This design comes from an exercise in tuning for small area, a short achievable clock period and few clock cycles per item on the open sky130 flow, not from production work.
Where RTL was checked, it was by simulation tests only, not by an equivalence proof against the original.
Function not checked in run 1: the RTL went through the layout flow alone.
No activity file was given, so power comes from the tool's default toggle rates.

===== flow/design.v =====
module el2_exu_div_ctl
  (
   input logic           clk,                        
   input logic           rst_l,                      
   input logic           dp_valid,                   
   input logic           dp_unsign,                  
   input logic           dp_rem,                     
   input logic  [31:0]   dividend,                   
   input logic  [31:0]   divisor,                    
   input logic           cancel,                     
   output logic          finish_dly,                 
   output logic [31:0]   out                         
  );
   logic        sv_ff;                  
   logic        it_ff;                  
   logic        fin_ff;                 
   logic [3:0]  cnt_ff;                 
   logic        busy, last;
   logic [31:0] r_ff;                   
   logic [31:0] q_ff;                   
   logic [32:0] b_ff;                   
   logic        rem_ff, neg_ff;         
   assign busy = sv_ff | it_ff;
   assign last = it_ff & (cnt_ff == 4'd0);
   wire  sa = ~dp_unsign & dividend[31];
   wire  sb = ~dp_unsign & divisor[31];
   wire  bz = (divisor == 32'b0);
   wire [31:0] abs_a, abs_b;
   div_cneg_in u_nega (.s(sa), .x(dividend), .y(abs_a));
   div_cneg_in u_negb (.s(sb), .x(divisor),  .y(abs_b));
   wire        q1, d1_co, q2, d2_co;
   wire [31:0] r1, d2;
   div_step34 u_s1 (.en(it_ff), .x({2'b0, r_ff}), .b({1'b0, b_ff}), .q(q1), .co(d1_co), .y(r1));
   div_step33 u_s2 (.en(it_ff), .x({1'b0, r1}), .b({1'b0, b_ff[32:1]}), .q(q2), .co(d2_co), .y(d2));
   wire [31:0] r2_n = busy ? r1 : abs_a;
   wire [31:0] r_next = q2 ? d2 : r2_n;
   wire early = ~d1_co;
   wire [5:0] clza, clzb;
   div_clz32 u_clza (.x(r_ff), .n(clza));
   div_clz32 u_clzb (.x(b_ff[31:0]), .n(clzb));
   wire [5:0]  sdiff = clzb - clza;                     
   wire        bzero = clzb[5];
   wire [3:0]  m     = (bzero | ~sv_ff) ? 4'hf : sdiff[4:1];
   wire [32:0] b_rot;
   div_rot33 u_rot (.b(b_ff), .m(m), .y(b_rot));
   always_ff @(posedge clk or negedge rst_l) begin
      if (!rst_l) begin
         sv_ff  <= 1'b0;
         it_ff  <= 1'b0;
         fin_ff <= 1'b0;
      end
      else begin
         sv_ff  <= dp_valid & ~cancel;
         it_ff  <= ~cancel & ((sv_ff & ~early) | (it_ff & (cnt_ff != 4'd0)));
         fin_ff <= ~cancel & last;
      end
   end
   always_ff @(posedge clk) begin
      cnt_ff <= sv_ff ? m : cnt_ff - 4'd1;
      r_ff   <= r_next;
      q_ff   <= it_ff ? ((last & rem_ff) ? r_next : {q_ff[29:0], q1, q2}) :
                sv_ff ? 32'b0 : (abs_a & {32{dp_rem}});
      b_ff   <= busy ? b_rot : {1'b0, abs_b};
      if (!busy) begin
         rem_ff <= dp_rem;
         neg_ff <= dp_rem ? sa : (sa ^ sb) & ~bz;
      end
   end
   wire [31:0] ans;
   div_cneg_out u_nego (.s(neg_ff), .x(q_ff), .y(ans));
   assign out        = ans;
   assign finish_dly = ~cancel & (fin_ff | (sv_ff & early));
endmodule  
module div_cneg_in (input logic s, input logic [31:0] x, output logic [31:0] y);
   wire yy_po_l0_1 = x[1] | x[0];
   wire yy_po_l0_3 = x[3] | x[2];
   wire yy_po_l0_5 = x[5] | x[4];
   wire yy_po_l0_7 = x[7] | x[6];
   wire yy_po_l0_9 = x[9] | x[8];
   wire yy_po_l0_11 = x[11] | x[10];
   wire yy_po_l0_13 = x[13] | x[12];
   wire yy_po_l0_15 = x[15] | x[14];
   wire yy_po_l0_17 = x[17] | x[16];
   wire yy_po_l0_19 = x[19] | x[18];
   wire yy_po_l0_21 = x[21] | x[20];
   wire yy_po_l0_23 = x[23] | x[22];
   wire yy_po_l0_25 = x[25] | x[24];
   wire yy_po_l0_27 = x[27] | x[26];
   wire yy_po_l0_29 = x[29] | x[28];
   wire yy_po_l1_2 = x[2] | yy_po_l0_1;
   wire yy_po_l1_3 = yy_po_l0_3 | yy_po_l0_1;
   wire yy_po_l1_6 = x[6] | yy_po_l0_5;
   wire yy_po_l1_7 = yy_po_l0_7 | yy_po_l0_5;
   wire yy_po_l1_10 = x[10] | yy_po_l0_9;
   wire yy_po_l1_11 = yy_po_l0_11 | yy_po_l0_9;
   wire yy_po_l1_14 = x[14] | yy_po_l0_13;
   wire yy_po_l1_15 = yy_po_l0_15 | yy_po_l0_13;
   wire yy_po_l1_18 = x[18] | yy_po_l0_17;
   wire yy_po_l1_19 = yy_po_l0_19 | yy_po_l0_17;
   wire yy_po_l1_22 = x[22] | yy_po_l0_21;
   wire yy_po_l1_23 = yy_po_l0_23 | yy_po_l0_21;
   wire yy_po_l1_26 = x[26] | yy_po_l0_25;
   wire yy_po_l1_27 = yy_po_l0_27 | yy_po_l0_25;
   wire yy_po_l1_30 = x[30] | yy_po_l0_29;
   wire yy_po_l2_4 = x[4] | yy_po_l1_3;
   wire yy_po_l2_5 = yy_po_l0_5 | yy_po_l1_3;
   wire yy_po_l2_6 = yy_po_l1_6 | yy_po_l1_3;
   wire yy_po_l2_7 = yy_po_l1_7 | yy_po_l1_3;
   wire yy_po_l2_12 = x[12] | yy_po_l1_11;
   wire yy_po_l2_13 = yy_po_l0_13 | yy_po_l1_11;
   wire yy_po_l2_14 = yy_po_l1_14 | yy_po_l1_11;
   wire yy_po_l2_15 = yy_po_l1_15 | yy_po_l1_11;
   wire yy_po_l2_20 = x[20] | yy_po_l1_19;
   wire yy_po_l2_21 = yy_po_l0_21 | yy_po_l1_19;
   wire yy_po_l2_22 = yy_po_l1_22 | yy_po_l1_19;
   wire yy_po_l2_23 = yy_po_l1_23 | yy_po_l1_19;
   wire yy_po_l2_28 = x[28] | yy_po_l1_27;
   wire yy_po_l2_29 = yy_po_l0_29 | yy_po_l1_27;
   wire yy_po_l2_30 = yy_po_l1_30 | yy_po_l1_27;
   wire yy_po_l3_8 = x[8] | yy_po_l2_7;
   wire yy_po_l3_9 = yy_po_l0_9 | yy_po_l2_7;
   wire yy_po_l3_10 = yy_po_l1_10 | yy_po_l2_7;
   wire yy_po_l3_11 = yy_po_l1_11 | yy_po_l2_7;
   wire yy_po_l3_12 = yy_po_l2_12 | yy_po_l2_7;
   wire yy_po_l3_13 = yy_po_l2_13 | yy_po_l2_7;
   wire yy_po_l3_14 = yy_po_l2_14 | yy_po_l2_7;
   wire yy_po_l3_15 = yy_po_l2_15 | yy_po_l2_7;
   wire yy_po_l3_24 = x[24] | yy_po_l2_23;
   wire yy_po_l3_25 = yy_po_l0_25 | yy_po_l2_23;
   wire yy_po_l3_26 = yy_po_l1_26 | yy_po_l2_23;
   wire yy_po_l3_27 = yy_po_l1_27 | yy_po_l2_23;
   wire yy_po_l3_28 = yy_po_l2_28 | yy_po_l2_23;
   wire yy_po_l3_29 = yy_po_l2_29 | yy_po_l2_23;
   wire yy_po_l3_30 = yy_po_l2_30 | yy_po_l2_23;
   wire yy_po_l4_16 = x[16] | yy_po_l3_15;
   wire yy_po_l4_17 = yy_po_l0_17 | yy_po_l3_15;
   wire yy_po_l4_18 = yy_po_l1_18 | yy_po_l3_15;
   wire yy_po_l4_19 = yy_po_l1_19 | yy_po_l3_15;
   wire yy_po_l4_20 = yy_po_l2_20 | yy_po_l3_15;
   wire yy_po_l4_21 = yy_po_l2_21 | yy_po_l3_15;
   wire yy_po_l4_22 = yy_po_l2_22 | yy_po_l3_15;
   wire yy_po_l4_23 = yy_po_l2_23 | yy_po_l3_15;
   wire yy_po_l4_24 = yy_po_l3_24 | yy_po_l3_15;
   wire yy_po_l4_25 = yy_po_l3_25 | yy_po_l3_15;
   wire yy_po_l4_26 = yy_po_l3_26 | yy_po_l3_15;
   wire yy_po_l4_27 = yy_po_l3_27 | yy_po_l3_15;
   wire yy_po_l4_28 = yy_po_l3_28 | yy_po_l3_15;
   wire yy_po_l4_29 = yy_po_l3_29 | yy_po_l3_15;
   wire yy_po_l4_30 = yy_po_l3_30 | yy_po_l3_15;
   wire [30:0] yy_po;
   assign yy_po[0] = x[0];
   assign yy_po[1] = yy_po_l0_1;
   assign yy_po[2] = yy_po_l1_2;
   assign yy_po[3] = yy_po_l1_3;
   assign yy_po[4] = yy_po_l2_4;
   assign yy_po[5] = yy_po_l2_5;
   assign yy_po[6] = yy_po_l2_6;
   assign yy_po[7] = yy_po_l2_7;
   assign yy_po[8] = yy_po_l3_8;
   assign yy_po[9] = yy_po_l3_9;
   assign yy_po[10] = yy_po_l3_10;
   assign yy_po[11] = yy_po_l3_11;
   assign yy_po[12] = yy_po_l3_12;
   assign yy_po[13] = yy_po_l3_13;
   assign yy_po[14] = yy_po_l3_14;
   assign yy_po[15] = yy_po_l3_15;
   assign yy_po[16] = yy_po_l4_16;
   assign yy_po[17] = yy_po_l4_17;
   assign yy_po[18] = yy_po_l4_18;
   assign yy_po[19] = yy_po_l4_19;
   assign yy_po[20] = yy_po_l4_20;
   assign yy_po[21] = yy_po_l4_21;
   assign yy_po[22] = yy_po_l4_22;
   assign yy_po[23] = yy_po_l4_23;
   assign yy_po[24] = yy_po_l4_24;
   assign yy_po[25] = yy_po_l4_25;
   assign yy_po[26] = yy_po_l4_26;
   assign yy_po[27] = yy_po_l4_27;
   assign yy_po[28] = yy_po_l4_28;
   assign yy_po[29] = yy_po_l4_29;
   assign yy_po[30] = yy_po_l4_30;
   wire [31:0] yy;
   assign yy[0] = x[0];
   assign yy[31:1] = x[31:1] ^ ({31{s}} & yy_po);
   assign y = yy;
endmodule
module div_cneg_out (input logic s, input logic [31:0] x, output logic [31:0] y);
   wire yy_po_l0_1 = x[1] | x[0];
   wire yy_po_l0_3 = x[3] | x[2];
   wire yy_po_l0_5 = x[5] | x[4];
   wire yy_po_l0_7 = x[7] | x[6];
   wire yy_po_l0_9 = x[9] | x[8];
   wire yy_po_l0_11 = x[11] | x[10];
   wire yy_po_l0_13 = x[13] | x[12];
   wire yy_po_l0_15 = x[15] | x[14];
   wire yy_po_l0_17 = x[17] | x[16];
   wire yy_po_l0_19 = x[19] | x[18];
   wire yy_po_l0_21 = x[21] | x[20];
   wire yy_po_l0_23 = x[23] | x[22];
   wire yy_po_l0_25 = x[25] | x[24];
   wire yy_po_l0_27 = x[27] | x[26];
   wire yy_po_l0_29 = x[29] | x[28];
   wire yy_po_l1_2 = x[2] | yy_po_l0_1;
   wire yy_po_l1_3 = yy_po_l0_3 | yy_po_l0_1;
   wire yy_po_l1_6 = x[6] | yy_po_l0_5;
   wire yy_po_l1_7 = yy_po_l0_7 | yy_po_l0_5;
   wire yy_po_l1_10 = x[10] | yy_po_l0_9;
   wire yy_po_l1_11 = yy_po_l0_11 | yy_po_l0_9;
   wire yy_po_l1_14 = x[14] | yy_po_l0_13;
   wire yy_po_l1_15 = yy_po_l0_15 | yy_po_l0_13;
   wire yy_po_l1_18 = x[18] | yy_po_l0_17;
   wire yy_po_l1_19 = yy_po_l0_19 | yy_po_l0_17;
   wire yy_po_l1_22 = x[22] | yy_po_l0_21;
   wire yy_po_l1_23 = yy_po_l0_23 | yy_po_l0_21;
   wire yy_po_l1_26 = x[26] | yy_po_l0_25;
   wire yy_po_l1_27 = yy_po_l0_27 | yy_po_l0_25;
   wire yy_po_l1_30 = x[30] | yy_po_l0_29;
   wire yy_po_l2_4 = x[4] | yy_po_l1_3;
   wire yy_po_l2_5 = yy_po_l0_5 | yy_po_l1_3;
   wire yy_po_l2_6 = yy_po_l1_6 | yy_po_l1_3;
   wire yy_po_l2_7 = yy_po_l1_7 | yy_po_l1_3;
   wire yy_po_l2_12 = x[12] | yy_po_l1_11;
   wire yy_po_l2_13 = yy_po_l0_13 | yy_po_l1_11;
   wire yy_po_l2_14 = yy_po_l1_14 | yy_po_l1_11;
   wire yy_po_l2_15 = yy_po_l1_15 | yy_po_l1_11;
   wire yy_po_l2_20 = x[20] | yy_po_l1_19;
   wire yy_po_l2_21 = yy_po_l0_21 | yy_po_l1_19;
   wire yy_po_l2_22 = yy_po_l1_22 | yy_po_l1_19;
   wire yy_po_l2_23 = yy_po_l1_23 | yy_po_l1_19;
   wire yy_po_l2_28 = x[28] | yy_po_l1_27;
   wire yy_po_l2_29 = yy_po_l0_29 | yy_po_l1_27;
   wire yy_po_l2_30 = yy_po_l1_30 | yy_po_l1_27;
   wire yy_po_l3_8 = x[8] | yy_po_l2_7;
   wire yy_po_l3_9 = yy_po_l0_9 | yy_po_l2_7;
   wire yy_po_l3_10 = yy_po_l1_10 | yy_po_l2_7;
   wire yy_po_l3_11 = yy_po_l1_11 | yy_po_l2_7;
   wire yy_po_l3_12 = yy_po_l2_12 | yy_po_l2_7;
   wire yy_po_l3_13 = yy_po_l2_13 | yy_po_l2_7;
   wire yy_po_l3_14 = yy_po_l2_14 | yy_po_l2_7;
   wire yy_po_l3_15 = yy_po_l2_15 | yy_po_l2_7;
   wire yy_po_l3_24 = x[24] | yy_po_l2_23;
   wire yy_po_l3_25 = yy_po_l0_25 | yy_po_l2_23;
   wire yy_po_l3_26 = yy_po_l1_26 | yy_po_l2_23;
   wire yy_po_l3_27 = yy_po_l1_27 | yy_po_l2_23;
   wire yy_po_l3_28 = yy_po_l2_28 | yy_po_l2_23;
   wire yy_po_l3_29 = yy_po_l2_29 | yy_po_l2_23;
   wire yy_po_l3_30 = yy_po_l2_30 | yy_po_l2_23;
   wire yy_po_l4_16 = x[16] | yy_po_l3_15;
   wire yy_po_l4_17 = yy_po_l0_17 | yy_po_l3_15;
   wire yy_po_l4_18 = yy_po_l1_18 | yy_po_l3_15;
   wire yy_po_l4_19 = yy_po_l1_19 | yy_po_l3_15;
   wire yy_po_l4_20 = yy_po_l2_20 | yy_po_l3_15;
   wire yy_po_l4_21 = yy_po_l2_21 | yy_po_l3_15;
   wire yy_po_l4_22 = yy_po_l2_22 | yy_po_l3_15;
   wire yy_po_l4_23 = yy_po_l2_23 | yy_po_l3_15;
   wire yy_po_l4_24 = yy_po_l3_24 | yy_po_l3_15;
   wire yy_po_l4_25 = yy_po_l3_25 | yy_po_l3_15;
   wire yy_po_l4_26 = yy_po_l3_26 | yy_po_l3_15;
   wire yy_po_l4_27 = yy_po_l3_27 | yy_po_l3_15;
   wire yy_po_l4_28 = yy_po_l3_28 | yy_po_l3_15;
   wire yy_po_l4_29 = yy_po_l3_29 | yy_po_l3_15;
   wire yy_po_l4_30 = yy_po_l3_30 | yy_po_l3_15;
   wire [30:0] yy_po;
   assign yy_po[0] = x[0];
   assign yy_po[1] = yy_po_l0_1;
   assign yy_po[2] = yy_po_l1_2;
   assign yy_po[3] = yy_po_l1_3;
   assign yy_po[4] = yy_po_l2_4;
   assign yy_po[5] = yy_po_l2_5;
   assign yy_po[6] = yy_po_l2_6;
   assign yy_po[7] = yy_po_l2_7;
   assign yy_po[8] = yy_po_l3_8;
   assign yy_po[9] = yy_po_l3_9;
   assign yy_po[10] = yy_po_l3_10;
   assign yy_po[11] = yy_po_l3_11;
   assign yy_po[12] = yy_po_l3_12;
   assign yy_po[13] = yy_po_l3_13;
   assign yy_po[14] = yy_po_l3_14;
   assign yy_po[15] = yy_po_l3_15;
   assign yy_po[16] = yy_po_l4_16;
   assign yy_po[17] = yy_po_l4_17;
   assign yy_po[18] = yy_po_l4_18;
   assign yy_po[19] = yy_po_l4_19;
   assign yy_po[20] = yy_po_l4_20;
   assign yy_po[21] = yy_po_l4_21;
   assign yy_po[22] = yy_po_l4_22;
   assign yy_po[23] = yy_po_l4_23;
   assign yy_po[24] = yy_po_l4_24;
   assign yy_po[25] = yy_po_l4_25;
   assign yy_po[26] = yy_po_l4_26;
   assign yy_po[27] = yy_po_l4_27;
   assign yy_po[28] = yy_po_l4_28;
   assign yy_po[29] = yy_po_l4_29;
   assign yy_po[30] = yy_po_l4_30;
   wire [31:0] yy;
   assign yy[0] = x[0];
   assign yy[31:1] = x[31:1] ^ ({31{s}} & yy_po);
   assign y = yy;
endmodule
module div_step34 (input logic en, input logic [33:0] x, input logic [33:0] b, output logic q, output logic co, output logic [31:0] y);
   wire [33:0] d_p0 = x ^ ~b;
   wire [33:0] d_g0 = x & ~b;
   wire d_g1_1 = d_g0[1] | (d_p0[1] & (d_g0[0] | d_p0[0]));
   wire d_g1_3 = d_g0[3] | (d_p0[3] & d_g0[2]);
   wire d_p1_3 = d_p0[3] & d_p0[2];
   wire d_g1_5 = d_g0[5] | (d_p0[5] & d_g0[4]);
   wire d_p1_5 = d_p0[5] & d_p0[4];
   wire d_g1_7 = d_g0[7] | (d_p0[7] & d_g0[6]);
   wire d_p1_7 = d_p0[7] & d_p0[6];
   wire d_g1_9 = d_g0[9] | (d_p0[9] & d_g0[8]);
   wire d_p1_9 = d_p0[9] & d_p0[8];
   wire d_g1_11 = d_g0[11] | (d_p0[11] & d_g0[10]);
   wire d_p1_11 = d_p0[11] & d_p0[10];
   wire d_g1_13 = d_g0[13] | (d_p0[13] & d_g0[12]);
   wire d_p1_13 = d_p0[13] & d_p0[12];
   wire d_g1_15 = d_g0[15] | (d_p0[15] & d_g0[14]);
   wire d_p1_15 = d_p0[15] & d_p0[14];
   wire d_g1_17 = d_g0[17] | (d_p0[17] & d_g0[16]);
   wire d_p1_17 = d_p0[17] & d_p0[16];
   wire d_g1_19 = d_g0[19] | (d_p0[19] & d_g0[18]);
   wire d_p1_19 = d_p0[19] & d_p0[18];
   wire d_g1_21 = d_g0[21] | (d_p0[21] & d_g0[20]);
   wire d_p1_21 = d_p0[21] & d_p0[20];
   wire d_g1_23 = d_g0[23] | (d_p0[23] & d_g0[22]);
   wire d_p1_23 = d_p0[23] & d_p0[22];
   wire d_g1_25 = d_g0[25] | (d_p0[25] & d_g0[24]);
   wire d_p1_25 = d_p0[25] & d_p0[24];
   wire d_g1_27 = d_g0[27] | (d_p0[27] & d_g0[26]);
   wire d_p1_27 = d_p0[27] & d_p0[26];
   wire d_g1_29 = d_g0[29] | (d_p0[29] & d_g0[28]);
   wire d_p1_29 = d_p0[29] & d_p0[28];
   wire d_g1_31 = d_g0[31] | (d_p0[31] & d_g0[30]);
   wire d_p1_31 = d_p0[31] & d_p0[30];
   wire d_g1_33 = d_g0[33] | (d_p0[33] & d_g0[32]);
   wire d_p1_33 = d_p0[33] & d_p0[32];
   wire d_g2_3 = d_g1_3 | (d_p1_3 & d_g1_1);
   wire d_g2_7 = d_g1_7 | (d_p1_7 & d_g1_5);
   wire d_p2_7 = d_p1_7 & d_p1_5;
   wire d_g2_11 = d_g1_11 | (d_p1_11 & d_g1_9);
   wire d_p2_11 = d_p1_11 & d_p1_9;
   wire d_g2_15 = d_g1_15 | (d_p1_15 & d_g1_13);
   wire d_p2_15 = d_p1_15 & d_p1_13;
   wire d_g2_19 = d_g1_19 | (d_p1_19 & d_g1_17);
   wire d_p2_19 = d_p1_19 & d_p1_17;
   wire d_g2_23 = d_g1_23 | (d_p1_23 & d_g1_21);
   wire d_p2_23 = d_p1_23 & d_p1_21;
   wire d_g2_27 = d_g1_27 | (d_p1_27 & d_g1_25);
   wire d_p2_27 = d_p1_27 & d_p1_25;
   wire d_g2_31 = d_g1_31 | (d_p1_31 & d_g1_29);
   wire d_p2_31 = d_p1_31 & d_p1_29;
   wire d_g3_7 = d_g2_7 | (d_p2_7 & d_g2_3);
   wire d_g3_15 = d_g2_15 | (d_p2_15 & d_g2_11);
   wire d_p3_15 = d_p2_15 & d_p2_11;
   wire d_g3_23 = d_g2_23 | (d_p2_23 & d_g2_19);
   wire d_p3_23 = d_p2_23 & d_p2_19;
   wire d_g3_31 = d_g2_31 | (d_p2_31 & d_g2_27);
   wire d_p3_31 = d_p2_31 & d_p2_27;
   wire d_g4_15 = d_g3_15 | (d_p3_15 & d_g3_7);
   wire d_g4_31 = d_g3_31 | (d_p3_31 & d_g3_23);
   wire d_p4_31 = d_p3_31 & d_p3_23;
   wire d_g5_31 = d_g4_31 | (d_p4_31 & d_g4_15);
   wire d_g7_23 = d_g3_23 | (d_p3_23 & d_g4_15);
   wire d_g8_11 = d_g2_11 | (d_p2_11 & d_g3_7);
   wire d_g8_19 = d_g2_19 | (d_p2_19 & d_g4_15);
   wire d_g8_27 = d_g2_27 | (d_p2_27 & d_g7_23);
   wire d_g9_5 = d_g1_5 | (d_p1_5 & d_g2_3);
   wire d_g9_9 = d_g1_9 | (d_p1_9 & d_g3_7);
   wire d_g9_13 = d_g1_13 | (d_p1_13 & d_g8_11);
   wire d_g9_17 = d_g1_17 | (d_p1_17 & d_g4_15);
   wire d_g9_21 = d_g1_21 | (d_p1_21 & d_g8_19);
   wire d_g9_25 = d_g1_25 | (d_p1_25 & d_g7_23);
   wire d_g9_29 = d_g1_29 | (d_p1_29 & d_g8_27);
   wire d_g9_33 = d_g1_33 | (d_p1_33 & d_g5_31);
   wire d_g10_2 = d_g0[2] | (d_p0[2] & d_g1_1);
   wire d_g10_4 = d_g0[4] | (d_p0[4] & d_g2_3);
   wire d_g10_6 = d_g0[6] | (d_p0[6] & d_g9_5);
   wire d_g10_8 = d_g0[8] | (d_p0[8] & d_g3_7);
   wire d_g10_10 = d_g0[10] | (d_p0[10] & d_g9_9);
   wire d_g10_12 = d_g0[12] | (d_p0[12] & d_g8_11);
   wire d_g10_14 = d_g0[14] | (d_p0[14] & d_g9_13);
   wire d_g10_16 = d_g0[16] | (d_p0[16] & d_g4_15);
   wire d_g10_18 = d_g0[18] | (d_p0[18] & d_g9_17);
   wire d_g10_20 = d_g0[20] | (d_p0[20] & d_g8_19);
   wire d_g10_22 = d_g0[22] | (d_p0[22] & d_g9_21);
   wire d_g10_24 = d_g0[24] | (d_p0[24] & d_g7_23);
   wire d_g10_26 = d_g0[26] | (d_p0[26] & d_g9_25);
   wire d_g10_28 = d_g0[28] | (d_p0[28] & d_g8_27);
   wire d_g10_30 = d_g0[30] | (d_p0[30] & d_g9_29);
   wire d_g10_32 = d_g0[32] | (d_p0[32] & d_g5_31);
   wire [33:0] d_c = {d_g9_33, d_g10_32, d_g5_31, d_g10_30, d_g9_29, d_g10_28, d_g8_27, d_g10_26, d_g9_25, d_g10_24, d_g7_23, d_g10_22, d_g9_21, d_g10_20, d_g8_19, d_g10_18, d_g9_17, d_g10_16, d_g4_15, d_g10_14, d_g9_13, d_g10_12, d_g8_11, d_g10_10, d_g9_9, d_g10_8, d_g3_7, d_g10_6, d_g9_5, d_g10_4, d_g2_3, d_g10_2, d_g1_1, (d_g0[0] | d_p0[0])};
   wire [33:0] d = d_p0 ^ {d_c[32:0], 1'b1};
   wire d_co = d_c[33];
   assign co = d_co;
   assign q  = en & d_co;
   assign y  = q ? d[31:0] : x[31:0];
endmodule
module div_step33 (input logic en, input logic [32:0] x, input logic [32:0] b, output logic q, output logic co, output logic [31:0] y);
   wire [32:0] d_p0 = x ^ ~b;
   wire [32:0] d_g0 = x & ~b;
   wire d_g1_1 = d_g0[1] | (d_p0[1] & (d_g0[0] | d_p0[0]));
   wire d_g1_3 = d_g0[3] | (d_p0[3] & d_g0[2]);
   wire d_p1_3 = d_p0[3] & d_p0[2];
   wire d_g1_5 = d_g0[5] | (d_p0[5] & d_g0[4]);
   wire d_p1_5 = d_p0[5] & d_p0[4];
   wire d_g1_7 = d_g0[7] | (d_p0[7] & d_g0[6]);
   wire d_p1_7 = d_p0[7] & d_p0[6];
   wire d_g1_9 = d_g0[9] | (d_p0[9] & d_g0[8]);
   wire d_p1_9 = d_p0[9] & d_p0[8];
   wire d_g1_11 = d_g0[11] | (d_p0[11] & d_g0[10]);
   wire d_p1_11 = d_p0[11] & d_p0[10];
   wire d_g1_13 = d_g0[13] | (d_p0[13] & d_g0[12]);
   wire d_p1_13 = d_p0[13] & d_p0[12];
   wire d_g1_15 = d_g0[15] | (d_p0[15] & d_g0[14]);
   wire d_p1_15 = d_p0[15] & d_p0[14];
   wire d_g1_17 = d_g0[17] | (d_p0[17] & d_g0[16]);
   wire d_p1_17 = d_p0[17] & d_p0[16];
   wire d_g1_19 = d_g0[19] | (d_p0[19] & d_g0[18]);
   wire d_p1_19 = d_p0[19] & d_p0[18];
   wire d_g1_21 = d_g0[21] | (d_p0[21] & d_g0[20]);
   wire d_p1_21 = d_p0[21] & d_p0[20];
   wire d_g1_23 = d_g0[23] | (d_p0[23] & d_g0[22]);
   wire d_p1_23 = d_p0[23] & d_p0[22];
   wire d_g1_25 = d_g0[25] | (d_p0[25] & d_g0[24]);
   wire d_p1_25 = d_p0[25] & d_p0[24];
   wire d_g1_27 = d_g0[27] | (d_p0[27] & d_g0[26]);
   wire d_p1_27 = d_p0[27] & d_p0[26];
   wire d_g1_29 = d_g0[29] | (d_p0[29] & d_g0[28]);
   wire d_p1_29 = d_p0[29] & d_p0[28];
   wire d_g1_31 = d_g0[31] | (d_p0[31] & d_g0[30]);
   wire d_p1_31 = d_p0[31] & d_p0[30];
   wire d_g2_2 = d_g0[2] | (d_p0[2] & d_g1_1);
   wire d_g2_3 = d_g1_3 | (d_p1_3 & d_g1_1);
   wire d_g2_6 = d_g0[6] | (d_p0[6] & d_g1_5);
   wire d_p2_6 = d_p0[6] & d_p1_5;
   wire d_g2_7 = d_g1_7 | (d_p1_7 & d_g1_5);
   wire d_p2_7 = d_p1_7 & d_p1_5;
   wire d_g2_10 = d_g0[10] | (d_p0[10] & d_g1_9);
   wire d_p2_10 = d_p0[10] & d_p1_9;
   wire d_g2_11 = d_g1_11 | (d_p1_11 & d_g1_9);
   wire d_p2_11 = d_p1_11 & d_p1_9;
   wire d_g2_14 = d_g0[14] | (d_p0[14] & d_g1_13);
   wire d_p2_14 = d_p0[14] & d_p1_13;
   wire d_g2_15 = d_g1_15 | (d_p1_15 & d_g1_13);
   wire d_p2_15 = d_p1_15 & d_p1_13;
   wire d_g2_18 = d_g0[18] | (d_p0[18] & d_g1_17);
   wire d_p2_18 = d_p0[18] & d_p1_17;
   wire d_g2_19 = d_g1_19 | (d_p1_19 & d_g1_17);
   wire d_p2_19 = d_p1_19 & d_p1_17;
   wire d_g2_22 = d_g0[22] | (d_p0[22] & d_g1_21);
   wire d_p2_22 = d_p0[22] & d_p1_21;
   wire d_g2_23 = d_g1_23 | (d_p1_23 & d_g1_21);
   wire d_p2_23 = d_p1_23 & d_p1_21;
   wire d_g2_26 = d_g0[26] | (d_p0[26] & d_g1_25);
   wire d_p2_26 = d_p0[26] & d_p1_25;
   wire d_g2_27 = d_g1_27 | (d_p1_27 & d_g1_25);
   wire d_p2_27 = d_p1_27 & d_p1_25;
   wire d_g2_30 = d_g0[30] | (d_p0[30] & d_g1_29);
   wire d_p2_30 = d_p0[30] & d_p1_29;
   wire d_g2_31 = d_g1_31 | (d_p1_31 & d_g1_29);
   wire d_p2_31 = d_p1_31 & d_p1_29;
   wire d_g3_4 = d_g0[4] | (d_p0[4] & d_g2_3);
   wire d_g3_5 = d_g1_5 | (d_p1_5 & d_g2_3);
   wire d_g3_6 = d_g2_6 | (d_p2_6 & d_g2_3);
   wire d_g3_7 = d_g2_7 | (d_p2_7 & d_g2_3);
   wire d_g3_12 = d_g0[12] | (d_p0[12] & d_g2_11);
   wire d_p3_12 = d_p0[12] & d_p2_11;
   wire d_g3_13 = d_g1_13 | (d_p1_13 & d_g2_11);
   wire d_p3_13 = d_p1_13 & d_p2_11;
   wire d_g3_14 = d_g2_14 | (d_p2_14 & d_g2_11);
   wire d_p3_14 = d_p2_14 & d_p2_11;
   wire d_g3_15 = d_g2_15 | (d_p2_15 & d_g2_11);
   wire d_p3_15 = d_p2_15 & d_p2_11;
   wire d_g3_20 = d_g0[20] | (d_p0[20] & d_g2_19);
   wire d_p3_20 = d_p0[20] & d_p2_19;
   wire d_g3_21 = d_g1_21 | (d_p1_21 & d_g2_19);
   wire d_p3_21 = d_p1_21 & d_p2_19;
   wire d_g3_22 = d_g2_22 | (d_p2_22 & d_g2_19);
   wire d_p3_22 = d_p2_22 & d_p2_19;
   wire d_g3_23 = d_g2_23 | (d_p2_23 & d_g2_19);
   wire d_p3_23 = d_p2_23 & d_p2_19;
   wire d_g3_28 = d_g0[28] | (d_p0[28] & d_g2_27);
   wire d_p3_28 = d_p0[28] & d_p2_27;
   wire d_g3_29 = d_g1_29 | (d_p1_29 & d_g2_27);
   wire d_p3_29 = d_p1_29 & d_p2_27;
   wire d_g3_30 = d_g2_30 | (d_p2_30 & d_g2_27);
   wire d_p3_30 = d_p2_30 & d_p2_27;
   wire d_g3_31 = d_g2_31 | (d_p2_31 & d_g2_27);
   wire d_p3_31 = d_p2_31 & d_p2_27;
   wire d_g4_8 = d_g0[8] | (d_p0[8] & d_g3_7);
   wire d_g4_9 = d_g1_9 | (d_p1_9 & d_g3_7);
   wire d_g4_10 = d_g2_10 | (d_p2_10 & d_g3_7);
   wire d_g4_11 = d_g2_11 | (d_p2_11 & d_g3_7);
   wire d_g4_12 = d_g3_12 | (d_p3_12 & d_g3_7);
   wire d_g4_13 = d_g3_13 | (d_p3_13 & d_g3_7);
   wire d_g4_14 = d_g3_14 | (d_p3_14 & d_g3_7);
   wire d_g4_15 = d_g3_15 | (d_p3_15 & d_g3_7);
   wire d_g4_24 = d_g0[24] | (d_p0[24] & d_g3_23);
   wire d_p4_24 = d_p0[24] & d_p3_23;
   wire d_g4_25 = d_g1_25 | (d_p1_25 & d_g3_23);
   wire d_p4_25 = d_p1_25 & d_p3_23;
   wire d_g4_26 = d_g2_26 | (d_p2_26 & d_g3_23);
   wire d_p4_26 = d_p2_26 & d_p3_23;
   wire d_g4_27 = d_g2_27 | (d_p2_27 & d_g3_23);
   wire d_p4_27 = d_p2_27 & d_p3_23;
   wire d_g4_28 = d_g3_28 | (d_p3_28 & d_g3_23);
   wire d_p4_28 = d_p3_28 & d_p3_23;
   wire d_g4_29 = d_g3_29 | (d_p3_29 & d_g3_23);
   wire d_p4_29 = d_p3_29 & d_p3_23;
   wire d_g4_30 = d_g3_30 | (d_p3_30 & d_g3_23);
   wire d_p4_30 = d_p3_30 & d_p3_23;
   wire d_g4_31 = d_g3_31 | (d_p3_31 & d_g3_23);
   wire d_p4_31 = d_p3_31 & d_p3_23;
   wire d_g5_16 = d_g0[16] | (d_p0[16] & d_g4_15);
   wire d_g5_17 = d_g1_17 | (d_p1_17 & d_g4_15);
   wire d_g5_18 = d_g2_18 | (d_p2_18 & d_g4_15);
   wire d_g5_19 = d_g2_19 | (d_p2_19 & d_g4_15);
   wire d_g5_20 = d_g3_20 | (d_p3_20 & d_g4_15);
   wire d_g5_21 = d_g3_21 | (d_p3_21 & d_g4_15);
   wire d_g5_22 = d_g3_22 | (d_p3_22 & d_g4_15);
   wire d_g5_23 = d_g3_23 | (d_p3_23 & d_g4_15);
   wire d_g5_24 = d_g4_24 | (d_p4_24 & d_g4_15);
   wire d_g5_25 = d_g4_25 | (d_p4_25 & d_g4_15);
   wire d_g5_26 = d_g4_26 | (d_p4_26 & d_g4_15);
   wire d_g5_27 = d_g4_27 | (d_p4_27 & d_g4_15);
   wire d_g5_28 = d_g4_28 | (d_p4_28 & d_g4_15);
   wire d_g5_29 = d_g4_29 | (d_p4_29 & d_g4_15);
   wire d_g5_30 = d_g4_30 | (d_p4_30 & d_g4_15);
   wire d_g5_31 = d_g4_31 | (d_p4_31 & d_g4_15);
   wire d_g6_32 = d_g0[32] | (d_p0[32] & d_g5_31);
   wire [32:0] d_c = {d_g6_32, d_g5_31, d_g5_30, d_g5_29, d_g5_28, d_g5_27, d_g5_26, d_g5_25, d_g5_24, d_g5_23, d_g5_22, d_g5_21, d_g5_20, d_g5_19, d_g5_18, d_g5_17, d_g5_16, d_g4_15, d_g4_14, d_g4_13, d_g4_12, d_g4_11, d_g4_10, d_g4_9, d_g4_8, d_g3_7, d_g3_6, d_g3_5, d_g3_4, d_g2_3, d_g2_2, d_g1_1, (d_g0[0] | d_p0[0])};
   wire [32:0] d = d_p0 ^ {d_c[31:0], 1'b1};
   wire d_co = d_c[32];
   assign co = d_co;
   assign q  = en & d_co;
   assign y  = d[31:0];
endmodule
module div_clz32 (input logic [31:0] x, output logic [5:0] n);
   wire c_v0_0 = x[1] | x[0];
   wire c_z0_0 = ~x[1];
   wire c_v0_1 = x[3] | x[2];
   wire c_z0_1 = ~x[3];
   wire c_v0_2 = x[5] | x[4];
   wire c_z0_2 = ~x[5];
   wire c_v0_3 = x[7] | x[6];
   wire c_z0_3 = ~x[7];
   wire c_v0_4 = x[9] | x[8];
   wire c_z0_4 = ~x[9];
   wire c_v0_5 = x[11] | x[10];
   wire c_z0_5 = ~x[11];
   wire c_v0_6 = x[13] | x[12];
   wire c_z0_6 = ~x[13];
   wire c_v0_7 = x[15] | x[14];
   wire c_z0_7 = ~x[15];
   wire c_v0_8 = x[17] | x[16];
   wire c_z0_8 = ~x[17];
   wire c_v0_9 = x[19] | x[18];
   wire c_z0_9 = ~x[19];
   wire c_v0_10 = x[21] | x[20];
   wire c_z0_10 = ~x[21];
   wire c_v0_11 = x[23] | x[22];
   wire c_z0_11 = ~x[23];
   wire c_v0_12 = x[25] | x[24];
   wire c_z0_12 = ~x[25];
   wire c_v0_13 = x[27] | x[26];
   wire c_z0_13 = ~x[27];
   wire c_v0_14 = x[29] | x[28];
   wire c_z0_14 = ~x[29];
   wire c_v0_15 = x[31] | x[30];
   wire c_z0_15 = ~x[31];
   wire c_v1_0 = c_v0_1 | c_v0_0;
   wire c_z1_0_0 = c_v0_1 ? c_z0_1 : c_z0_0;
   wire c_v1_1 = c_v0_3 | c_v0_2;
   wire c_z1_1_0 = c_v0_3 ? c_z0_3 : c_z0_2;
   wire c_v1_2 = c_v0_5 | c_v0_4;
   wire c_z1_2_0 = c_v0_5 ? c_z0_5 : c_z0_4;
   wire c_v1_3 = c_v0_7 | c_v0_6;
   wire c_z1_3_0 = c_v0_7 ? c_z0_7 : c_z0_6;
   wire c_v1_4 = c_v0_9 | c_v0_8;
   wire c_z1_4_0 = c_v0_9 ? c_z0_9 : c_z0_8;
   wire c_v1_5 = c_v0_11 | c_v0_10;
   wire c_z1_5_0 = c_v0_11 ? c_z0_11 : c_z0_10;
   wire c_v1_6 = c_v0_13 | c_v0_12;
   wire c_z1_6_0 = c_v0_13 ? c_z0_13 : c_z0_12;
   wire c_v1_7 = c_v0_15 | c_v0_14;
   wire c_z1_7_0 = c_v0_15 ? c_z0_15 : c_z0_14;
   wire c_v2_0 = c_v1_1 | c_v1_0;
   wire c_z2_0_0 = c_v1_1 ? ~c_v0_3 : ~c_v0_1;
   wire c_z2_0_1 = c_v1_1 ? c_z1_1_0 : c_z1_0_0;
   wire c_v2_1 = c_v1_3 | c_v1_2;
   wire c_z2_1_0 = c_v1_3 ? ~c_v0_7 : ~c_v0_5;
   wire c_z2_1_1 = c_v1_3 ? c_z1_3_0 : c_z1_2_0;
   wire c_v2_2 = c_v1_5 | c_v1_4;
   wire c_z2_2_0 = c_v1_5 ? ~c_v0_11 : ~c_v0_9;
   wire c_z2_2_1 = c_v1_5 ? c_z1_5_0 : c_z1_4_0;
   wire c_v2_3 = c_v1_7 | c_v1_6;
   wire c_z2_3_0 = c_v1_7 ? ~c_v0_15 : ~c_v0_13;
   wire c_z2_3_1 = c_v1_7 ? c_z1_7_0 : c_z1_6_0;
   wire c_v3_0 = c_v2_1 | c_v2_0;
   wire c_z3_0_0 = c_v2_1 ? ~c_v1_3 : ~c_v1_1;
   wire c_z3_0_1 = c_v2_1 ? c_z2_1_0 : c_z2_0_0;
   wire c_z3_0_2 = c_v2_1 ? c_z2_1_1 : c_z2_0_1;
   wire c_v3_1 = c_v2_3 | c_v2_2;
   wire c_z3_1_0 = c_v2_3 ? ~c_v1_7 : ~c_v1_5;
   wire c_z3_1_1 = c_v2_3 ? c_z2_3_0 : c_z2_2_0;
   wire c_z3_1_2 = c_v2_3 ? c_z2_3_1 : c_z2_2_1;
   wire c_v4_0 = c_v3_1 | c_v3_0;
   wire c_z4_0_0 = c_v3_1 ? ~c_v2_3 : ~c_v2_1;
   wire c_z4_0_1 = c_v3_1 ? c_z3_1_0 : c_z3_0_0;
   wire c_z4_0_2 = c_v3_1 ? c_z3_1_1 : c_z3_0_1;
   wire c_z4_0_3 = c_v3_1 ? c_z3_1_2 : c_z3_0_2;
   wire [5:0] c = {~c_v4_0, c_v4_0 & ~c_v3_1, c_v4_0 & c_z4_0_0, c_v4_0 & c_z4_0_1, c_v4_0 & c_z4_0_2, c_v4_0 & c_z4_0_3};
   assign n = c;
endmodule
module div_rot33 (input logic [32:0] b, input logic [3:0] m, output logic [32:0] y);
   wire [32:0] b_r1  = {b[31:0], b[32]};
   wire [32:0] b_r2  = m[0] ? {b_r1[30:0], b_r1[32:31]} : b_r1;
   wire [32:0] b_r4  = m[1] ? {b_r2[28:0], b_r2[32:29]} : b_r2;
   wire [32:0] b_r8  = m[2] ? {b_r4[24:0], b_r4[32:25]} : b_r4;
   assign y          = m[3] ? {b_r8[16:0], b_r8[32:17]} : b_r8;
endmodule

===== flow/flow/run.sh =====
#!/bin/bash
# The standard layout (standard.sh), with these changes in how the layout is made:
#  - every input and output port still gets its own buffer, but a plain buf_1
#    (OpenROAD's buffer_ports -buffer_cell) instead of the default delay buffer;
#    the resizer upsizes it where timing needs;
#  - any further ORFS variables listed in flow/extra_vars (one NAME=value per line).
# make's output goes to flow.log; ORFS keeps each step's own log under orfs/logs.
set -euo pipefail
MARGIN=${MARGIN:-6.8}
PORTBUF=${PORTBUF:-sky130_fd_sc_hd__buf_1}
EXTRA="'BUFFER_PORTS_ARGS=-buffer_cell ${PORTBUF}'"
if [[ -f flow/extra_vars ]]; then
  while read -r line; do
    [[ -z "$line" || "$line" == \#* ]] && continue
    EXTRA="$EXTRA '$line'"
  done < flow/extra_vars
fi
sed -E -e "s/SETUP_SLACK_MARGIN=[^ ]+/SETUP_SLACK_MARGIN=${MARGIN}/" \
       -e "s|CLKGATE_MAP_FILE= |CLKGATE_MAP_FILE= ${EXTRA} |" \
       standard.sh > standard_mod.sh
grep -q "BUFFER_PORTS_ARGS" standard_mod.sh
bash standard_mod.sh > flow.log 2>&1

===== flow/flow/extra_vars =====
SKIP_INCREMENTAL_REPAIR=1

===== flow/standard.sh =====
#!/bin/bash
# synth_recipe.tcl (not shown) runs the flow's synth.tcl, then flattens the netlist and writes it again
# the make line also repeats each setting of config.mk as NAME=value (left out here)
make -C /OpenROAD-flow-scripts/flow DESIGN_CONFIG=/design/flow/config.mk WORK_HOME=/design/flow/orfs CLKGATE_MAP_FILE= SYNTH_SCRIPT=/design/flow/synth_recipe.tcl "${@:-finish}"

===== flow/config.mk =====
export PLATFORM = sky130hd
export DESIGN_NAME = el2_exu_div_ctl
export DESIGN_NICKNAME = el2_exu_div_ctl
export VERILOG_FILES = /design/flow/design.v
export SDC_FILE = /design/flow/constraint.sdc
export NUM_CORES = 8
export LEC_CHECK = 0
export CAP_MARGIN = 40
export CORE_MARGIN = 2
export CORE_UTILIZATION = 40
export SETUP_SLACK_MARGIN = 5
export SLEW_MARGIN = 40
export SYNTH_HIERARCHICAL = 1
export SYNTH_MINIMUM_KEEP_SIZE = 0

===== flow/constraint.sdc =====
create_clock -name core_clock -period 12.0 [get_ports {clk}]
set_input_delay 2.4000 -clock core_clock [delete_from_list [all_inputs] [get_ports {clk}]]
set_output_delay 2.4000 -clock core_clock [all_outputs]
set_load 0.01 [all_outputs]

==> flow_metrics.py, run 1 <==
metrics = {
    "synth": {
        "netlist_area_mm2": 0.01241,
        "syn_avg_cell_area_um2": 9.599,
        "yosysWarningCount": 7,
        "synth_cells": 1293,
    },
    "clock_network": {
        "cts_root_buf": "clkbuf_16",
        "cts_setup_buffers": 11,
        "cts_tree": "done",
        "clk-insertion-delay-late_ns": 0.37,
        "cts_sinks": 106,
        "cts-buffers-inserted": 9,
        "cts-resized-gates": 84,
        "cts_hold_buf": 0,
        "htree_levels": 3,
        "path_clk_slew_ns": 0.08,
        "clockBufferDepth": 2,
    },
    "die": {
        "coreArea_mm2": 0.03059,
        "die_x_um": 180.2,
        "die_h_um": 180.2,
        "dieArea_mm2": 0.03245,
        "ioPinCount": 103,
        "start_util": 0.4058,
        "std_cell_rows": 64,
    },
    "setup_path": {
        "worstSetupEndpointType": "flop",
        "critPathKind": "reg2reg",
        "arrival_ns": 5.53,
        "path_max_fanout": 32,
        "cp_data_required_time_ns": 12.26,
        "crit_path_start_kind": "flop",
    },
    "finish": {
        "instances_no_fill": 1773,
        "area_growth_pct": 11.46,
        "final_cell_area_mm2": 0.01383,
        "drive_gt1_frac": 0.2360,
        "nets": 1533,
        "finish.utilization": 0.4523,
        "regArea_mm2": 0.002223,
        "antenna_cells": 0,
        "fillerInstances": 2910,
        "multi_input_area_mm2": 0.009624,
    },
    "drt": {
        "vias_per_cell": 5.980,
        "routed_wirelength_um": 36140,
        "vias": 10600,
        "routedWlPerCell_um": 20.38,
        "drc_errors": 0,
        "drtPass1Iterations": 5,
        "drt_iter0_markers": 866,
        "ant_nets": 0,
    },
    "global_route": {
        "antenna_found_initial": 0,
        "grt.total_usage": 0.2258,
        "grt_start_max_net_pins": 67,
        "grt-ovfl-total": 0,
        "grt_pass1_wl_um": 58730,
        "grt_pass1_vias": 10480,
    },
    "worst_hold_path": {
        "hold_path_class": "reg2reg",
    },
    "timing": {
        "setup_viol": 0,
        "clock.fmax_mhz": 189.6,
        "tns_ns": 0,
        "setup_ws_ns": 6.727,
        "finalCriticalPeriod_ns": 5.273,
        "hold_viol_final": 0,
        "relSlewSlack": 0.3518,
        "timing.final.crit_share": 0.4394,
        "final-max-slew-violation-count": 0,
        "clock-skew-final_ns": 0.01533,
        "tightest_slew_ns": 0.9478,
    },
    "power_and_ir_drop": {
        "peakVddDrop_uv": 120.7,
        "p_leak_uw": 0.005640,
        "powerDensity_mw_per_mm2": 300.0,
    },
    "place": {
        "dp_cells": 1743,
        "dp_slack_ns": 5.489,
        "placed_area_mm2": 0.01304,
        "gp_congestion": 0.9230,
        "dp_hpwl_um": 27610,
        "port_buffers": 102,
    },
    "outcome": {
        "status": "complete, no violations",
    },
    "flow_run": {
        "max_cap_violations": 0,
    },
}
[worst max-delay path, stage by stage, from the launching register on]
cell	delay (ns)
dfxtp_4	0.42
inv_1	0.06
ha_1	0.34
a21oi_2	0.19
o21ai_0	0.14
a21oi_2	0.29
nand3_4	0.16
a21o_1	0.25
a21boi_0	0.25
fa_1	0.47
mux2i_2	0.31
ha_4	0.28
and4_1	0.22
and3_1	0.20
and2_1	0.19
o2bb2ai_1	0.16
a211oi_2	0.28
a21oi_4	0.13
buf_4	0.17
buf_16	0.17
nand2_1	0.08
o21ai_1	0.07
a221o_1	0.32
[layer usage]
layer  up-vias  wire (um)  global-route usage
li1       4980          -                   -
met1      5174      15090              0.2829
met2       359      17770              0.3893
met3        89       1869             0.03577
met4         0       1408             0.08871
met5         -          0                   0
[layout make-up]
type | count | area share
Tap cell | 396 | 0.03581
Multi-Input combinational cell | 1012 | 0.6957
Timing Repair Buffer | 128 | 0.05182
Clock buffer | 9 | 0.01628
Sequential cell | 106 | 0.1607
Clock inverter | 7 | 0.008501
Inverter | 115 | 0.03120
[flip-flops by register name, indices dropped and copies added, names as in the netlist]
register / flops
q_ff: 32
fin_ff: 1
neg_ff: 1
b_ff: 33
sv_ff: 1
cnt_ff: 4
it_ff: 1
rem_ff: 1
r_ff: 32
[final timing paths]
| path | start | to | slack, ns | cells past startpoint |
|---|---|---|---|---|
| max | b_ff[9] | q_ff[30] | 6.73 | 22 |
| min | cnt_ff[0] | cnt_ff[0] | 0.50 | 1 |
| max reg2reg | b_ff[9] | q_ff[30] | 6.73 | 22 |
| min reg2reg | cnt_ff[0] | cnt_ff[0] | 0.50 | 1 |
| max in group asynchronous | rst_l | fin_ff | 10.01 | 1 |
| min in group asynchronous | rst_l | sv_ff | 1.83 | 1 |
[cell usage in the layout (no fill, tap or decap), types with 40 or more instances in the layout]
cell type / instances
inv_1: 115
a21oi_1: 48
mux2i_1: 40
nand2_1: 86
nor2_1: 43
xnor2_1: 120
mux4_2: 59
ha_1: 66
buf_1: 101
o21ai_0: 44
dfxtp_1: 70
[power breakdown]
| group | switching (uW) | internal, uW | leakage (uW) |
|---|---|---|---|
| Sequential | 331 | 510 | 0.000912 |
| Clock | 152 | 189 | 0.000164 |
| Combinational | 1510 | 1450 | 0.00456 |
| Total | 2000 | 2150 | 0.00564 |
[metrics by stage]
stage / hold slack (ns) / total power, uW
final: 0.4966 / 4150
after global routing: 0.5092 / 4505
after CTS: 0.4932 / 4134
after detailed placement: 0.4746 / 3621
after global placement: 0.4766 / 3590
after floorplan: 0.4422 / 2937
==> inputs of run 2 (changes only) <==
--- a/flow/design.v
+++ b/flow/design.v
@@ -430,102 +430,56 @@
    wire d_p1_31 = d_p0[31] & d_p0[30];
-   wire d_g2_2 = d_g0[2] | (d_p0[2] & d_g1_1);
    wire d_g2_3 = d_g1_3 | (d_p1_3 & d_g1_1);
-   wire d_g2_6 = d_g0[6] | (d_p0[6] & d_g1_5);
-   wire d_p2_6 = d_p0[6] & d_p1_5;
    wire d_g2_7 = d_g1_7 | (d_p1_7 & d_g1_5);
    wire d_p2_7 = d_p1_7 & d_p1_5;
-   wire d_g2_10 = d_g0[10] | (d_p0[10] & d_g1_9);
-   wire d_p2_10 = d_p0[10] & d_p1_9;
    wire d_g2_11 = d_g1_11 | (d_p1_11 & d_g1_9);
    wire d_p2_11 = d_p1_11 & d_p1_9;
-   wire d_g2_14 = d_g0[14] | (d_p0[14] & d_g1_13);
-   wire d_p2_14 = d_p0[14] & d_p1_13;
    wire d_g2_15 = d_g1_15 | (d_p1_15 & d_g1_13);
    wire d_p2_15 = d_p1_15 & d_p1_13;
-   wire d_g2_18 = d_g0[18] | (d_p0[18] & d_g1_17);
-   wire d_p2_18 = d_p0[18] & d_p1_17;
    wire d_g2_19 = d_g1_19 | (d_p1_19 & d_g1_17);
    wire d_p2_19 = d_p1_19 & d_p1_17;
-   wire d_g2_22 = d_g0[22] | (d_p0[22] & d_g1_21);
-   wire d_p2_22 = d_p0[22] & d_p1_21;
    wire d_g2_23 = d_g1_23 | (d_p1_23 & d_g1_21);
    wire d_p2_23 = d_p1_23 & d_p1_21;
-   wire d_g2_26 = d_g0[26] | (d_p0[26] & d_g1_25);
-   wire d_p2_26 = d_p0[26] & d_p1_25;
    wire d_g2_27 = d_g1_27 | (d_p1_27 & d_g1_25);
    wire d_p2_27 = d_p1_27 & d_p1_25;
-   wire d_g2_30 = d_g0[30] | (d_p0[30] & d_g1_29);
-   wire d_p2_30 = d_p0[30] & d_p1_29;
    wire d_g2_31 = d_g1_31 | (d_p1_31 & d_g1_29);
    wire d_p2_31 = d_p1_31 & d_p1_29;
-   wire d_g3_4 = d_g0[4] | (d_p0[4] & d_g2_3);
-   wire d_g3_5 = d_g1_5 | (d_p1_5 & d_g2_3);
-   wire d_g3_6 = d_g2_6 | (d_p2_6 & d_g2_3);
    wire d_g3_7 = d_g2_7 | (d_p2_7 & d_g2_3);
-   wire d_g3_12 = d_g0[12] | (d_p0[12] & d_g2_11);
-   wire d_p3_12 = d_p0[12] & d_p2_11;
-   wire d_g3_13 = d_g1_13 | (d_p1_13 & d_g2_11);
-   wire d_p3_13 = d_p1_13 & d_p2_11;
-   wire d_g3_14 = d_g2_14 | (d_p2_14 & d_g2_11);
-   wire d_p3_14 = d_p2_14 & d_p2_11;
    wire d_g3_15 = d_g2_15 | (d_p2_15 & d_g2_11);
    wire d_p3_15 = d_p2_15 & d_p2_11;
-   wire d_g3_20 = d_g0[20] | (d_p0[20] & d_g2_19);
-   wire d_p3_20 = d_p0[20] & d_p2_19;
-   wire d_g3_21 = d_g1_21 | (d_p1_21 & d_g2_19);
-   wire d_p3_21 = d_p1_21 & d_p2_19;
-   wire d_g3_22 = d_g2_22 | (d_p2_22 & d_g2_19);
-   wire d_p3_22 = d_p2_22 & d_p2_19;
    wire d_g3_23 = d_g2_23 | (d_p2_23 & d_g2_19);
    wire d_p3_23 = d_p2_23 & d_p2_19;
-   wire d_g3_28 = d_g0[28] | (d_p0[28] & d_g2_27);
-   wire d_p3_28 = d_p0[28] & d_p2_27;
-   wire d_g3_29 = d_g1_29 | (d_p1_29 & d_g2_27);
-   wire d_p3_29 = d_p1_29 & d_p2_27;
-   wire d_g3_30 = d_g2_30 | (d_p2_30 & d_g2_27);
-   wire d_p3_30 = d_p2_30 & d_p2_27;
    wire d_g3_31 = d_g2_31 | (d_p2_31 & d_g2_27);
    wire d_p3_31 = d_p2_31 & d_p2_27;
-   wire d_g4_8 = d_g0[8] | (d_p0[8] & d_g3_7);
-   wire d_g4_9 = d_g1_9 | (d_p1_9 & d_g3_7);
-   wire d_g4_10 = d_g2_10 | (d_p2_10 & d_g3_7);
-   wire d_g4_11 = d_g2_11 | (d_p2_11 & d_g3_7);
-   wire d_g4_12 = d_g3_12 | (d_p3_12 & d_g3_7);
-   wire d_g4_13 = d_g3_13 | (d_p3_13 & d_g3_7);
-   wire d_g4_14 = d_g3_14 | (d_p3_14 & d_g3_7);
    wire d_g4_15 = d_g3_15 | (d_p3_15 & d_g3_7);
-   wire d_g4_24 = d_g0[24] | (d_p0[24] & d_g3_23);
-   wire d_p4_24 = d_p0[24] & d_p3_23;
-   wire d_g4_25 = d_g1_25 | (d_p1_25 & d_g3_23);
-   wire d_p4_25 = d_p1_25 & d_p3_23;
-   wire d_g4_26 = d_g2_26 | (d_p2_26 & d_g3_23);
-   wire d_p4_26 = d_p2_26 & d_p3_23;
-   wire d_g4_27 = d_g2_27 | (d_p2_27 & d_g3_23);
-   wire d_p4_27 = d_p2_27 & d_p3_23;
-   wire d_g4_28 = d_g3_28 | (d_p3_28 & d_g3_23);
-   wire d_p4_28 = d_p3_28 & d_p3_23;
-   wire d_g4_29 = d_g3_29 | (d_p3_29 & d_g3_23);
-   wire d_p4_29 = d_p3_29 & d_p3_23;
-   wire d_g4_30 = d_g3_30 | (d_p3_30 & d_g3_23);
-   wire d_p4_30 = d_p3_30 & d_p3_23;
    wire d_g4_31 = d_g3_31 | (d_p3_31 & d_g3_23);
    wire d_p4_31 = d_p3_31 & d_p3_23;
-   wire d_g5_16 = d_g0[16] | (d_p0[16] & d_g4_15);
-   wire d_g5_17 = d_g1_17 | (d_p1_17 & d_g4_15);
-   wire d_g5_18 = d_g2_18 | (d_p2_18 & d_g4_15);
-   wire d_g5_19 = d_g2_19 | (d_p2_19 & d_g4_15);
-   wire d_g5_20 = d_g3_20 | (d_p3_20 & d_g4_15);
-   wire d_g5_21 = d_g3_21 | (d_p3_21 & d_g4_15);
-   wire d_g5_22 = d_g3_22 | (d_p3_22 & d_g4_15);
-   wire d_g5_23 = d_g3_23 | (d_p3_23 & d_g4_15);
-   wire d_g5_24 = d_g4_24 | (d_p4_24 & d_g4_15);
-   wire d_g5_25 = d_g4_25 | (d_p4_25 & d_g4_15);
-   wire d_g5_26 = d_g4_26 | (d_p4_26 & d_g4_15);
-   wire d_g5_27 = d_g4_27 | (d_p4_27 & d_g4_15);
-   wire d_g5_28 = d_g4_28 | (d_p4_28 & d_g4_15);
-   wire d_g5_29 = d_g4_29 | (d_p4_29 & d_g4_15);
-   wire d_g5_30 = d_g4_30 | (d_p4_30 & d_g4_15);
    wire d_g5_31 = d_g4_31 | (d_p4_31 & d_g4_15);
-   wire d_g6_32 = d_g0[32] | (d_p0[32] & d_g5_31);
-   wire [32:0] d_c = {d_g6_32, d_g5_31, d_g5_30, d_g5_29, d_g5_28, d_g5_27, d_g5_26, d_g5_25, d_g5_24, d_g5_23, d_g5_22, d_g5_21, d_g5_20, d_g5_19, d_g5_18, d_g5_17, d_g5_16, d_g4_15, d_g4_14, d_g4_13, d_g4_12, d_g4_11, d_g4_10, d_g4_9, d_g4_8, d_g3_7, d_g3_6, d_g3_5, d_g3_4, d_g2_3, d_g2_2, d_g1_1, (d_g0[0] | d_p0[0])};
+   wire d_g7_23 = d_g3_23 | (d_p3_23 & d_g4_15);
+   wire d_g8_11 = d_g2_11 | (d_p2_11 & d_g3_7);
+   wire d_g8_19 = d_g2_19 | (d_p2_19 & d_g4_15);
+   wire d_g8_27 = d_g2_27 | (d_p2_27 & d_g7_23);
+   wire d_g9_5 = d_g1_5 | (d_p1_5 & d_g2_3);
+   wire d_g9_9 = d_g1_9 | (d_p1_9 & d_g3_7);
+   wire d_g9_13 = d_g1_13 | (d_p1_13 & d_g8_11);
+   wire d_g9_17 = d_g1_17 | (d_p1_17 & d_g4_15);
+   wire d_g9_21 = d_g1_21 | (d_p1_21 & d_g8_19);
+   wire d_g9_25 = d_g1_25 | (d_p1_25 & d_g7_23);
+   wire d_g9_29 = d_g1_29 | (d_p1_29 & d_g8_27);
+   wire d_g10_2 = d_g0[2] | (d_p0[2] & d_g1_1);
+   wire d_g10_4 = d_g0[4] | (d_p0[4] & d_g2_3);
+   wire d_g10_6 = d_g0[6] | (d_p0[6] & d_g9_5);
+   wire d_g10_8 = d_g0[8] | (d_p0[8] & d_g3_7);
+   wire d_g10_10 = d_g0[10] | (d_p0[10] & d_g9_9);
+   wire d_g10_12 = d_g0[12] | (d_p0[12] & d_g8_11);
+   wire d_g10_14 = d_g0[14] | (d_p0[14] & d_g9_13);
+   wire d_g10_16 = d_g0[16] | (d_p0[16] & d_g4_15);
+   wire d_g10_18 = d_g0[18] | (d_p0[18] & d_g9_17);
+   wire d_g10_20 = d_g0[20] | (d_p0[20] & d_g8_19);
+   wire d_g10_22 = d_g0[22] | (d_p0[22] & d_g9_21);
+   wire d_g10_24 = d_g0[24] | (d_p0[24] & d_g7_23);
+   wire d_g10_26 = d_g0[26] | (d_p0[26] & d_g9_25);
+   wire d_g10_28 = d_g0[28] | (d_p0[28] & d_g8_27);
+   wire d_g10_30 = d_g0[30] | (d_p0[30] & d_g9_29);
+   wire d_g10_32 = d_g0[32] | (d_p0[32] & d_g5_31);
+   wire [32:0] d_c = {d_g10_32, d_g5_31, d_g10_30, d_g9_29, d_g10_28, d_g8_27, d_g10_26, d_g9_25, d_g10_24, d_g7_23, d_g10_22, d_g9_21, d_g10_20, d_g8_19, d_g10_18, d_g9_17, d_g10_16, d_g4_15, d_g10_14, d_g9_13, d_g10_12, d_g8_11, d_g10_10, d_g9_9, d_g10_8, d_g3_7, d_g10_6, d_g9_5, d_g10_4, d_g2_3, d_g10_2, d_g1_1, (d_g0[0] | d_p0[0])};
    wire [32:0] d = d_p0 ^ {d_c[31:0], 1'b1};
==> run 2 against run 1 <==
Compared with the run above:
- via count decreased by 4.3%
- critical path type unchanged
- critical endpoint is now q_ff[29]
- still clean
- design area decreased by 2.1%
- core utilization decreased by 0.84 points
==> flow_metrics.py, run 2 <==
metrics = {
    "global_route": {
        "antenna_found_initial": 0,
        "grt_start_max_net_pins": 65,
        "grt.total_usage": 0.2179,
        "grt_pass1_vias": 10050,
        "grt_pass1_wl_um": 56230,
        "grt-ovfl-total": 0,
    },
    "setup_path": {
        "crit_path_start_kind": "flop",
        "arrival_ns": 5.49,
        "startpoint": "b_ff[29]",
        "path_max_fanout": 10,
        "cp_data_required_time_ns": 12.26,
        "crit_top_cell": "a21o_1",
        "worstPathCellList": "inv_1 > ha_1 > a21o_1 > a21o_1 > a21o_1 > o41ai_4 > buf_12 > mux2i_1 > inv_1 > ha_1 > fa_1 > nand2b_1 > a21oi_2 > o2111ai_2 > o211a_4 > o21ai_4 > a21boi_1 > fa_1 > xnor2_1 > nand2_1 > o21ai_2 > a221o_1",
        "worstSetupEndpointType": "flop",
        "cp_num_buf_inv": 3,
        "cpPeakStageDelay_ns": 0.50,
        "crit_family": "compound AO/OA/AOI/OAI gates",
        "critPathKind": "reg2reg",
        "critPathSlowestCell": "dfxtp_2",
        "regToRegStartpoint": "b_ff[29]",
    },
    "drt": {
        "routed_wirelength_um": 35060,
        "drc_errors": 0,
        "drtPass1Iterations": 5,
        "vias_per_cell": 5.823,
        "vias": 10140,
        "drt_iter0_markers": 811,
        "ant_nets": 0,
        "routedWlPerCell_um": 20.13,
    },
    "worst_hold_path": {
        "min_from": "cnt_ff[0]",
        "hold_path_class": "reg2reg",
    },
    "timing": {
        "relSlewSlack": 0.4440,
        "clock-skew-final_ns": 0.01199,
        "tightest_slew_ns": 0.8340,
        "clock.fmax_mhz": 191.4,
        "setup_viol": 0,
        "setup_ws_ns": 6.774,
        "final-max-slew-violation-count": 0,
        "finalCriticalPeriod_ns": 5.226,
        "tns_ns": 0,
        "timing.final.crit_share": 0.4355,
        "whs_ns": 0.4846,
        "hold_viol_final": 0,
    },
    "finish": {
        "area_growth_pct": 9.600,
        "largest_registers": "b_ff: 33 flops, q_ff: 32 flops, r_ff: 32 flops",
        "layout_commonest_cell": "inv_1",
        "drive_gt1_frac": 0.2311,
        "largest-register": "b_ff",
        "fillerInstances": 2920,
        "finish.utilization": 0.4439,
        "antenna_cells": 0,
        "nets": 1513,
        "largest_reg_flops": 33,
        "most-common-layout-cells": "inv_1, xnor2_1, buf_1",
    },
    "clock_network": {
        "cts_hold_buf": 0,
        "cts_root_buf": "clkbuf_16",
        "cts_sinks": 106,
        "cts-resized-gates": 62,
        "cts_tree": "done",
        "cts_setup_buffers": 10,
        "cts-buffers-inserted": 9,
        "path_clk_slew_ns": 0.08,
        "htree_levels": 3,
        "clk-insertion-delay-late_ns": 0.37,
        "clockBufferDepth": 2,
    },
    "power_and_ir_drop": {
        "sw_frac_of_total": 0.4895,
        "seq_power_share": 0.209,
        "p_leak_uw": 0.005580,
        "clockPowerShare": 0.078,
        "share_comb_of_total_power": 0.713,
        "power.internal_uw": 2016,
        "peakVddDrop_uv": 107.5,
        "p_switching_uw": 1933,
        "powerDensity_mw_per_mm2": 291.6,
    },
    "die": {
        "start_util": 0.4050,
        "dieArea_mm2": 0.03231,
        "die_h_um": 179.8,
        "ioPinCount": 103,
        "die_x_um": 179.8,
        "coreArea_mm2": 0.03051,
        "std_cell_rows": 64,
    },
    "place": {
        "dp_hpwl_um": 27160,
        "gp_congestion": 0.8847,
        "dp_slack_ns": 5.414,
        "port_buffers": 102,
    },
    "outcome": {
        "status": "complete, no violations",
    },
    "synth": {
        "syn_avg_cell_area_um2": 9.775,
        "yosysWarningCount": 7,
        "netlist_area_mm2": 0.01236,
        "synth_cells": 1264,
    },
    "flow_run": {
        "max_cap_violations": 0,
    },
}
## run 2: metal layers
| layer | share of wire | GRT usage | up-vias |
|---|---|---|---|
| met5 | 0 | 0 | - |
| li1 | - | - | 4845 |
| met1 | 0.41 | 0.2668 | 4955 |
| met2 | 0.51 | 0.3907 | 282 |
| met4 | 0.026 | 0.06374 | 0 |
| met3 | 0.058 | 0.03768 | 62 |
## run 2: final cells by class
type,count,area [um2],area share
clock buffer,10,239.0,0.01765
multi-input combinational,981,9440,0.6971
sequential,106,2217,0.1637
timing repair buffer,125,650.6,0.04805
tap,396,495.5,0.03659
inverter,118,442.9,0.03271
clock inverter,6,56.30,0.004158
## run 2: power by group through the flow
| stage | Sequential, uW | Clock [uW] | Combinational (uW) |
|---|---|---|---|
| after floorplan | 665 | 0 | 2190 |
| after global placement | 827 | 0 | 2650 |
| after detailed placement | 823 | 0 | 2710 |
| after CTS | 820 | 313 | 2810 |
| after global routing | 848 | 325 | 3120 |
| final | 827 | 308 | 2810 |
## run 2: through the flow
| step | instances | instance area [um2] | power (uW) |
|---|---|---|---|
| 6_report | 1742 | 13540 | 3949 |
| 4_1_cts | 1742 | 13540 | 3942 |
| 3_3_place_gp | 1709 | 12880 | 3474 |
| 2_1_floorplan | 1268 | 12370 | 2855 |
| 3_5_place_dp | 1714 | 12980 | 3533 |
| 5_1_grt | 1742 | 13540 | 4290 |
## run 2: worst reg2reg max path: stages (launching register included)
cell,delay [ns]
dfxtp_2,0.50
inv_1,0.08
ha_1,0.36
a21o_1,0.18
a21o_1,0.17
a21o_1,0.22
o41ai_4,0.40
buf_12,0.17
mux2i_1,0.22
inv_1,0.06
ha_1,0.19
fa_1,0.38
nand2b_1,0.19
a21oi_2,0.18
o2111ai_2,0.19
o211a_4,0.33
o21ai_4,0.21
a21boi_1,0.12
fa_1,0.38
xnor2_1,0.17
nand2_1,0.10
o21ai_2,0.06
a221o_1,0.29
## run 2: final timing paths
| kind | cells past startpoint | slack (ns) | end |
|---|---|---|---|
| worst min-delay path | 1 | 0.48 | cnt_ff[0] |
| worst max register to register | 22 | 6.77 | q_ff[29] |
| worst max-delay path | 22 | 6.77 | q_ff[29] |
| worst min register to register | 1 | 0.48 | cnt_ff[0] |
| max in group asynchronous | 1 | 10.02 | sv_ff |
| min in group asynchronous | 1 | 1.82 | it_ff |
Testbench counts of run 2, summed over its fixed seeds: cycles 18,134, items 3,200.

[static timing again, ports no longer ideal]
No port has a modelled driver above. Below, the same layouts with a new extraction and two added sets of constraints.
Step 1 assumes that a clkbuf_16 drives the clock port and a buf_2 every other input.
Step 2 times the ports against the registers' clock, not the clock port: input delays grow and output delays shrink by t, the midpoint of the rising clock arrivals with the driver on.
Slacks: ideal ports / drivers / drivers and shift; pairs: ideal ports / drivers.
run	shift t [ns]	setup slack, ns	worst hold slack (ns)	worst setup path at the end	worst data-port slew with drivers (ns)
run 1	0.411	6.727 / 6.727 / 6.727	0.497 / 0.497 / 0.497	register to register	0.04
run 2	0.418	6.774 / 6.740 / 6.770	0.485 / 0.485 / 0.485	input to output	0.05
After both steps setup and hold are still met in every run listed. For run 2, which loses most, drivers alone change the setup slack by -0.034 ns; drivers and shift together by -0.004 ns.
